From an optimization exercise on the open Yosys and OpenROAD flow, aimed at small area and a short achievable clock period; shortcuts taken in it are not production practice. Function was checked by simulation only, so behaviour that the tests miss may differ from the original.

==> flow/design.v (excerpt) <==
module fpu_addmul(
  input  wire        clk,
  input  wire        op,      
  input  wire [31:0] s,
  input  wire [31:0] t,
  output wire [31:0] d
);
==> flow/config.mk <==
export PLATFORM = sky130hd
export DESIGN_NAME = fpu_addmul
export DESIGN_NICKNAME = fpu_addmul
export VERILOG_FILES = /design/flow/design.v
export SDC_FILE = /design/flow/constraint.sdc
export NUM_CORES = 4
export LEC_CHECK = 0
export CAP_MARGIN = 20
export CORE_MARGIN = 2
export CORE_UTILIZATION = 40
export SLEW_MARGIN = 20
export SYNTH_HIERARCHICAL = 1
export TNS_END_PERCENT = 5
==> flow/constraint.sdc <==
create_clock -name core_clock -period 13.0 [get_ports {clk}]
set_input_delay 2.6000 -clock core_clock [delete_from_list [all_inputs] [get_ports {clk}]]
set_output_delay 2.6000 -clock core_clock [all_outputs]
set_load 0.01 [all_outputs]
standard.sh (not shown) runs the stock make flow with config.mk's settings and CLKGATE_MAP_FILE= SYNTH_SCRIPT=/design/flow/synth_recipe.tcl, a recipe that flattens the netlist after the stock synthesis.
==> flow/flow/run.sh <==
#!/bin/bash
set -euo pipefail
export SETUP_SLACK_MARGIN=7
bash standard.sh > standard.log 2>&1
The baseline completed without violations.
Rerun with:
==> flow/run.sh (new file) <==
#!/bin/bash
# synth_recipe.tcl (not shown) runs the flow's synth.tcl, then flattens the netlist and writes it again
# the make line also repeats each setting of config.mk as NAME=value (left out here)
make -C /OpenROAD-flow-scripts/flow DESIGN_CONFIG=/design/flow/config.mk WORK_HOME=/design/flow/orfs CLKGATE_MAP_FILE= SYNTH_SCRIPT=/design/flow/synth_recipe.tcl finish
--- a/flow/config.mk
+++ b/flow/config.mk
@@ -9,5 +9,5 @@
 export CORE_MARGIN = 2
 export CORE_UTILIZATION = 40
+export SETUP_SLACK_MARGIN = 5
 export SLEW_MARGIN = 20
 export SYNTH_HIERARCHICAL = 1
-export TNS_END_PERCENT = 5
removed: flow/flow/run.sh
removed: flow/standard.sh
Effect: Via count shrinks by 5.9%. Cell area shrinks by 12%. Wire length shrinks by 8.5%. Global-route usage shrinks by 2.1 points. Final cell count shrinks by 4.5%. Critical path depth grows by 3.

========
fpu_addmul, a different RTL version from the one above (not shown whole).
Size in the first run: about 3700 cells after synthesis, about 170 flip-flops, roughly 98 I/O pins, about 31000 um2 of cells after synthesis.
clock: 13.0 ns
lec_check: 0
cap_margin: 5
core_margin: 2
core_utilization: 40
cts_buf_list: sky130_fd_sc_hd__clkbuf_4 sky130_fd_sc_hd__clkbuf_8
slew_margin: 5
synth_hierarchical: 1
tns_end_percent: 5
==> flow/flow/run.sh <==
#!/bin/bash
set -euo pipefail
export SETUP_SLACK_MARGIN=7
export BUFFER_PORTS_ARGS="-buffer_cell sky130_fd_sc_hd__buf_2"
bash standard.sh > standard.log 2>&1
Next try:
Settings changed: CAP_MARGIN 5 to 10, SLEW_MARGIN 5 to 10.
After rerunning:
- The changed run finished with timing, DRC and antenna clean
- cell area does not change
- critical path depth does not change
- synthesized area stays the same
- non-clock buffer count is unchanged
- die area stays the same
- worst setup slack is unchanged
- via count is unchanged
- clock skew does not change
Next try:
==> flow/flow/run.sh (replaced) <==
#!/bin/bash
set -euo pipefail
export SETUP_SLACK_MARGIN=6.5
export BUFFER_PORTS_ARGS="-buffer_cell sky130_fd_sc_hd__buf_2"
bash standard.sh > standard.log 2>&1
Settings changed: CAP_MARGIN 10 to 20, SLEW_MARGIN 10 to 20.
The changed run completed without violations.
Sequential share of layout area stays flat.
Final cell count went down by 0.59%.
Worst setup slack got worse by 0.66 ns.
First-iteration DRC count went up by 0.33%.
Synthesized cell count is unchanged.
Critical path depth went up by 1.

========
## run A
Starting RTL as in the previous note.
Settings: LEC_CHECK=0, CAP_MARGIN=20, CORE_MARGIN=2, CORE_UTILIZATION=40, CTS_BUF_LIST=sky130_fd_sc_hd__clkbuf_4 sky130_fd_sc_hd__clkbuf_8, SLEW_MARGIN=20, SYNTH_HIERARCHICAL=1, TNS_END_PERCENT=5; clock period 13.0 ns.
==> flow/flow/run.sh <==
#!/bin/bash
set -euo pipefail
export SETUP_SLACK_MARGIN=7
export BUFFER_PORTS_ARGS="-buffer_cell sky130_fd_sc_hd__buf_2"
bash standard.sh > standard.log 2>&1
Input-level comparison between run B and run A:
==> flow/flow/run.sh <==
#!/bin/bash
set -euo pipefail
export SETUP_SLACK_MARGIN=7.25
export BUFFER_PORTS_ARGS="-buffer_cell sky130_fd_sc_hd__buf_2"
bash standard.sh > standard.log 2>&1
On cell area: run B sits above run A. Against run A, via count in run B rose slightly. Re number of cells on the critical path: run B and run A aren't equal, and the higher value belongs to run A. Between run B and run A, the mean number of vias per cell does not differ in any meaningful way.
Modified inputs, run C compared to run B
==> flow/flow/run.sh <==
#!/bin/bash
set -euo pipefail
export SETUP_SLACK_MARGIN=7
export BUFFER_PORTS_ARGS="-buffer_cell sky130_fd_sc_hd__buf_2"
bash standard.sh > standard.log 2>&1
diff --git a/flow/config.mk b/flow/config.mk
--- a/flow/config.mk
+++ b/flow/config.mk
@@ -12,3 +12,3 @@
 export SLEW_MARGIN = 20
 export SYNTH_HIERARCHICAL = 1
-export TNS_END_PERCENT = 5
+export TNS_END_PERCENT = 20
- Delta(fraction of the core area covered by cells at the end of the flow, run C - run B) < 0
- Run C against run B: design area dropped about 1.8%; register-to-register path setup slack climbed 90 ps; worst setup slack climbed 72 ps; maximum number of buffers from clock root to sink barely changed; storage element area dropped 0.90%.
- Run C gives more post-place setup slack than run B did.
- Pin count of the biggest net entering global routing was lower in run C than in run B.
- Between run C and run B, it is run C whose critical path depth is lower, by 9.
diff inputs: run C => run D
==> flow/flow/run.sh <==
#!/bin/bash
set -euo pipefail
export SETUP_SLACK_MARGIN=7.5
export BUFFER_PORTS_ARGS="-buffer_cell sky130_fd_sc_hd__buf_2"
bash standard.sh > standard.log 2>&1
diff --git a/flow/config.mk b/flow/config.mk
--- a/flow/config.mk
+++ b/flow/config.mk
@@ -12,3 +12,3 @@
 export SLEW_MARGIN = 20
 export SYNTH_HIERARCHICAL = 1
-export TNS_END_PERCENT = 20
+export TNS_END_PERCENT = 5
[summary]
Summary of run D over run C: tightest slew margin relative to the limit decreased by 2.9 points relative to the old numbers; wire length per cell increased by 0.71 um relative to the old numbers; violation count after the first detailed-routing iteration increased by 287 relative to the old numbers. For inverter count of the layout excluding clock inverters, dividing the value from run C by the value from run D gives 0.923. Run D vs. run C: hold path depth went down by 2. Relative to run C, the count of buffering cells on the critical path with inverters included of run D is higher by 2. Run D can be clocked faster than run C.

## what the ideal ports hide
Ports are ideal in the flow. The routed layouts listed here were re-timed in OpenROAD.
Step 1 assumes that a clkbuf_16 drives the clock port and a buf_2 every other input.
Step 2 times the ports against the registers' clock, not the clock port: input delays grow and output delays shrink by t, the midpoint of the rising clock arrivals with the driver on.
Slacks: ideal ports / drivers / drivers and shift; pairs: ideal ports / drivers.
run	t (ns)	setup WS [ns]	hold slack, ns	worst setup path after step 2	pins driven straight from the clock port
the first run of note 1	0.532	6.602 / 6.602 / 6.174	0.709 / 0.709 / 0.709	input to register	1
the second run of note 1	0.526	5.281 / 5.281 / 5.259	0.691 / 0.691 / 0.691	input to register	1
the first run of note 2	0.566	6.990 / 6.936 / 6.678	0.636 / 0.636 / 0.636	input to register	1
the second run of note 2	0.566	6.990 / 6.936 / 6.678	0.636 / 0.636 / 0.636	input to register	1
the third run of note 2	0.536	6.328 / 6.328 / 6.328	0.642 / 0.642 / 0.642	register to register	1
run A	0.555	6.995 / 6.948 / 6.674	0.659 / 0.659 / 0.659	input to register	1
run B	0.559	6.962 / 6.962 / 6.644	0.642 / 0.642 / 0.642	input to register	1
run C	0.557	7.033 / 6.972 / 6.756	0.661 / 0.661 / 0.661	input to register	1
run D	0.560	7.126 / 7.086 / 6.606	0.655 / 0.655 / 0.655	input to register	1
After both steps setup and hold are still met in every run listed. For run D, which loses most, drivers alone change the setup slack by -0.040 ns; drivers and shift together by -0.520 ns.
